Background: an optimization exercise with open tools, aiming at small area, a short achievable clock period and few clock cycles. Do not read the settings as production practice. Where RTL was checked, it was by simulation tests only, not by an equivalence proof against the original.

==> flow/design.v (excerpt) <==
module gcd3_top (
    input  wire        clk,
    input  wire        reset,
    input  wire        start,
    input  wire [15:0] A,
    input  wire [15:0] B,
    input  wire [15:0] C,
    output wire        valid,
    output wire [15:0] D
);
Size: about 570 cells after synthesis, about 68 I/O pins, roughly 0.0047 mm² of cells after synthesis.
==> module gcd3_top, before the edit <==
module gcd3_top (
    input  wire        clk,
    input  wire        reset,
    input  wire        start,
    input  wire [15:0] A,
    input  wire [15:0] B,
    input  wire [15:0] C,
    output wire        valid,
    output wire [15:0] D
);
    localparam IDLE = 3'd0, P0 = 3'd1, P1 = 3'd2, P2 = 3'd3, SHL = 3'd4, ZERO = 3'd5;
    reg [2:0]  state;
    reg [15:0] a;
    reg [16:0] b;
    reg        nb;       
    reg        a1;       
    wire [15:0] x    = A | B | C;
    wire        zero = ~|A | ~|B | ~|C;
    wire        idle = (state == IDLE);
    wire        p0   = (state == P0);
    wire        p1   = (state == P1);
    wire        p2   = (state == P2);
    wire        shl  = (state == SHL);
    wire        zst  = (state == ZERO);      
    wire [15:0] mb   = {b[15:1] ^ {15{b[16]}}, b[0]};
    wire        tz   = a[0] & b[0] & ((a[15:1] ^ b[15:1]) == {15{b[16]}});   
    wire        b1   = b[0] & ((b[15:1] ^ {15{b[16]}}) == 15'd0);    
    wire        swap = (a[15:1] >= mb[15:1]);                               
    wire [16:0] bn   = {b[16:1] ^ {16{nb}}, b[0]};         
    wire [17:0] t    = {2'b00, a} + {bn[16], bn};
    wire load_p1 = p0 & b[0];
    wire load_p2 = p1 & tz & ~a1;
    wire done    = (p1 & a1) | (p2 & (tz | a1));
    wire step    = (p1 | p2) & b[0] & ~tz & ~a1;
    wire        odd  = (p1 | p2) & b[0] & ~a1;
    wire        shx  = done & ~x[0];
    wire        sh1  = shl | shx;
    wire [16:0] w    = ({17{odd}}                           & {t[17], t[17:2]})
                     | ({17{idle & ~A[0]}}                  & {1'b0, A})
                     | ({17{load_p1 | idle & A[0]}}         & {1'b0, B})
                     | ({17{load_p2}}                       & {1'b0, C})
                     | ({17{shx}}                           & {1'b0, x})
                     | ({17{~idle & ~b[0] & ~shx}}          & b);
    wire        s2   = ~w[0] & ~w[1] & ~sh1;
    wire [16:0] w2   = s2 ? {{2{w[16]}}, w[16:2]} : w;
    wire [16:0] sw   = w2[0] ? w2 : {w2[16], w2[16:1]};
    wire        a_b   = load_p1 | (step & swap);
    wire        an1   = idle ? A[1] : (load_p1 | (odd & swap)) ? mb[1] : a[1];
    wire        neg   = (~idle | A[0]) & sw[0] & ~(sw[1] ^ an1);
    always @(posedge clk) begin
        b  <= sw;
        nb <= neg;
    end
    wire        a_shl = shx | (shl & ~b[0]);
    wire        a_in  = idle & start & A[0] & ~zero;
    always @(posedge clk)
        a <= ({16{a_b}} & mb) | ({16{a_shl}} & {a[14:0], 1'b0}) | ({16{a_in}} & A)
           | ({16{~a_b & ~a_shl & ~(idle & start)}} & a);
    always @(posedge clk)
        a1 <= (a_b & b1) | (a_in & (A == 16'd1)) | (~a_b & ~a_shl & ~(idle & start) & a1);
    wire        rb1   = (p1 | p2) & b1;
    assign valid = (shl & b[0]) | ((done | rb1) & x[0]) | zst;
    assign D     = {a[15:1] & ~{15{rb1}}, a[0] | rb1};
    always @(posedge clk) begin
        if (reset) begin
            state <= IDLE;
        end else begin
            case (state)
                IDLE: if (start) state <= zero ? ZERO : A[0] ? P1 : P0;
                ZERO: state <= IDLE;
                P0:   if (b[0]) state <= P1;
                SHL:  if (b[0]) state <= IDLE;
                default: begin  
                    if (load_p2) state <= P2;
                    else if (done) state <= x[0] ? IDLE : SHL;
                    else if (rb1 & x[0]) state <= IDLE;
                end
            endcase
        end
    end
endmodule
export LEC_CHECK = 0
export CAP_MARGIN = 20
export CORE_MARGIN = 2
export CORE_UTILIZATION = 40
export SLEW_MARGIN = 20
create_clock -name core_clock -period 3.5 [get_ports {clk}]
standard.sh (not shown) runs the stock make flow with config.mk's settings and CLKGATE_MAP_FILE= SYNTH_SCRIPT=/design/flow/synth_recipe.tcl, a recipe that flattens the netlist after the stock synthesis.
==> flow/flow/run.sh <==
#!/bin/bash
set -euo pipefail
export BUFFER_PORTS_ARGS="-buffer_cell sky130_fd_sc_hd__buf_2"
bash standard.sh > standard_make.log 2>&1
==> next run, changes <==
--- a/flow/design.v
+++ b/flow/design.v
@@ -12,10 +12,11 @@
     reg [2:0]  state;
     reg [15:0] a;
     reg [16:0] b;
     reg        nb;       
     reg        a1;       
+    reg        k0;       
     wire [15:0] x    = A | B | C;
     wire        zero = ~|A | ~|B | ~|C;
     wire        idle = (state == IDLE);
     wire        p0   = (state == P0);
     wire        p1   = (state == P1);
@@ -31,11 +32,11 @@
     wire load_p1 = p0 & b[0];
     wire load_p2 = p1 & tz & ~a1;
     wire done    = (p1 & a1) | (p2 & (tz | a1));
     wire step    = (p1 | p2) & b[0] & ~tz & ~a1;
     wire        odd  = (p1 | p2) & b[0] & ~a1;
-    wire        shx  = done & ~x[0];
+    wire        shx  = done & ~k0;
     wire        sh1  = shl | shx;
     wire [16:0] w    = ({17{odd}}                           & {t[17], t[17:2]})
                      | ({17{idle & ~A[0]}}                  & {1'b0, A})
                      | ({17{load_p1 | idle & A[0]}}         & {1'b0, B})
                      | ({17{load_p2}}                       & {1'b0, C})
@@ -56,26 +57,27 @@
     always @(posedge clk)
         a <= ({16{a_b}} & mb) | ({16{a_shl}} & {a[14:0], 1'b0}) | ({16{a_in}} & A)
            | ({16{~a_b & ~a_shl & ~(idle & start)}} & a);
     always @(posedge clk)
         a1 <= (a_b & b1) | (a_in & (A == 16'd1)) | (~a_b & ~a_shl & ~(idle & start) & a1);
-    wire        rb1   = (p1 | p2) & b1;
-    assign valid = (shl & b[0]) | ((done | rb1) & x[0]) | zst;
-    assign D     = {a[15:1] & ~{15{rb1}}, a[0] | rb1};
+    assign valid = (shl & b[0]) | (done & k0) | zst;
+    assign D     = a;
     always @(posedge clk) begin
         if (reset) begin
             state <= IDLE;
         end else begin
             case (state)
-                IDLE: if (start) state <= zero ? ZERO : A[0] ? P1 : P0;
+                IDLE: if (start) begin
+                    state <= zero ? ZERO : A[0] ? P1 : P0;
+                    k0    <= x[0];
+                end
                 ZERO: state <= IDLE;
                 P0:   if (b[0]) state <= P1;
                 SHL:  if (b[0]) state <= IDLE;
                 default: begin  
                     if (load_p2) state <= P2;
-                    else if (done) state <= x[0] ? IDLE : SHL;
-                    else if (rb1 & x[0]) state <= IDLE;
+                    else if (done) state <= k0 ? IDLE : SHL;
                 end
             endcase
         end
     end
 endmodule
- via count goes down by a few percent
- worst setup slack gets better by 0.011 ns
- routed wire length drops by roughly a tenth
- final area went down by roughly a tenth
- cell count shrinks by a few percent
- die area falls by roughly a tenth
- core utilization climbs by 0.19 points
- register-to-register slack gains 0.08 ns
- flip-flop and latch count came out higher by 1
Testbench counts after the change, summed over its fixed seeds: cycles 2,454.
Function not checked in the first run of this note: the RTL went through the layout flow alone.

## port drivers added, routing unchanged
Ports are ideal in the flow. The routed layouts listed here were re-timed in OpenROAD. Step 1 sets driving cells, clkbuf_16 on the clock port and buf_2 on the other inputs (assumed; they add their load-dependent delay and slew). Step 2 moves the port delays by t, midway between the first and last clock arrival at a register: inputs arrive t later, outputs are due t later. That takes back most of the time a late clock gives input paths. Slacks: ideal / step 1 / step 2; pairs: ideal / step 1.
run	t (ns)	setup slack, ns	pins driven straight from the clock port
the first run	0.321	0.154 / 0.119 / 0.064	1
the second run	0.332	0.165 / 0.133 / 0.231	1
After both steps every run listed still meets setup and hold. For the first run, which loses most, drivers alone change the setup slack by -0.035 ns; drivers and shift together by -0.090 ns.
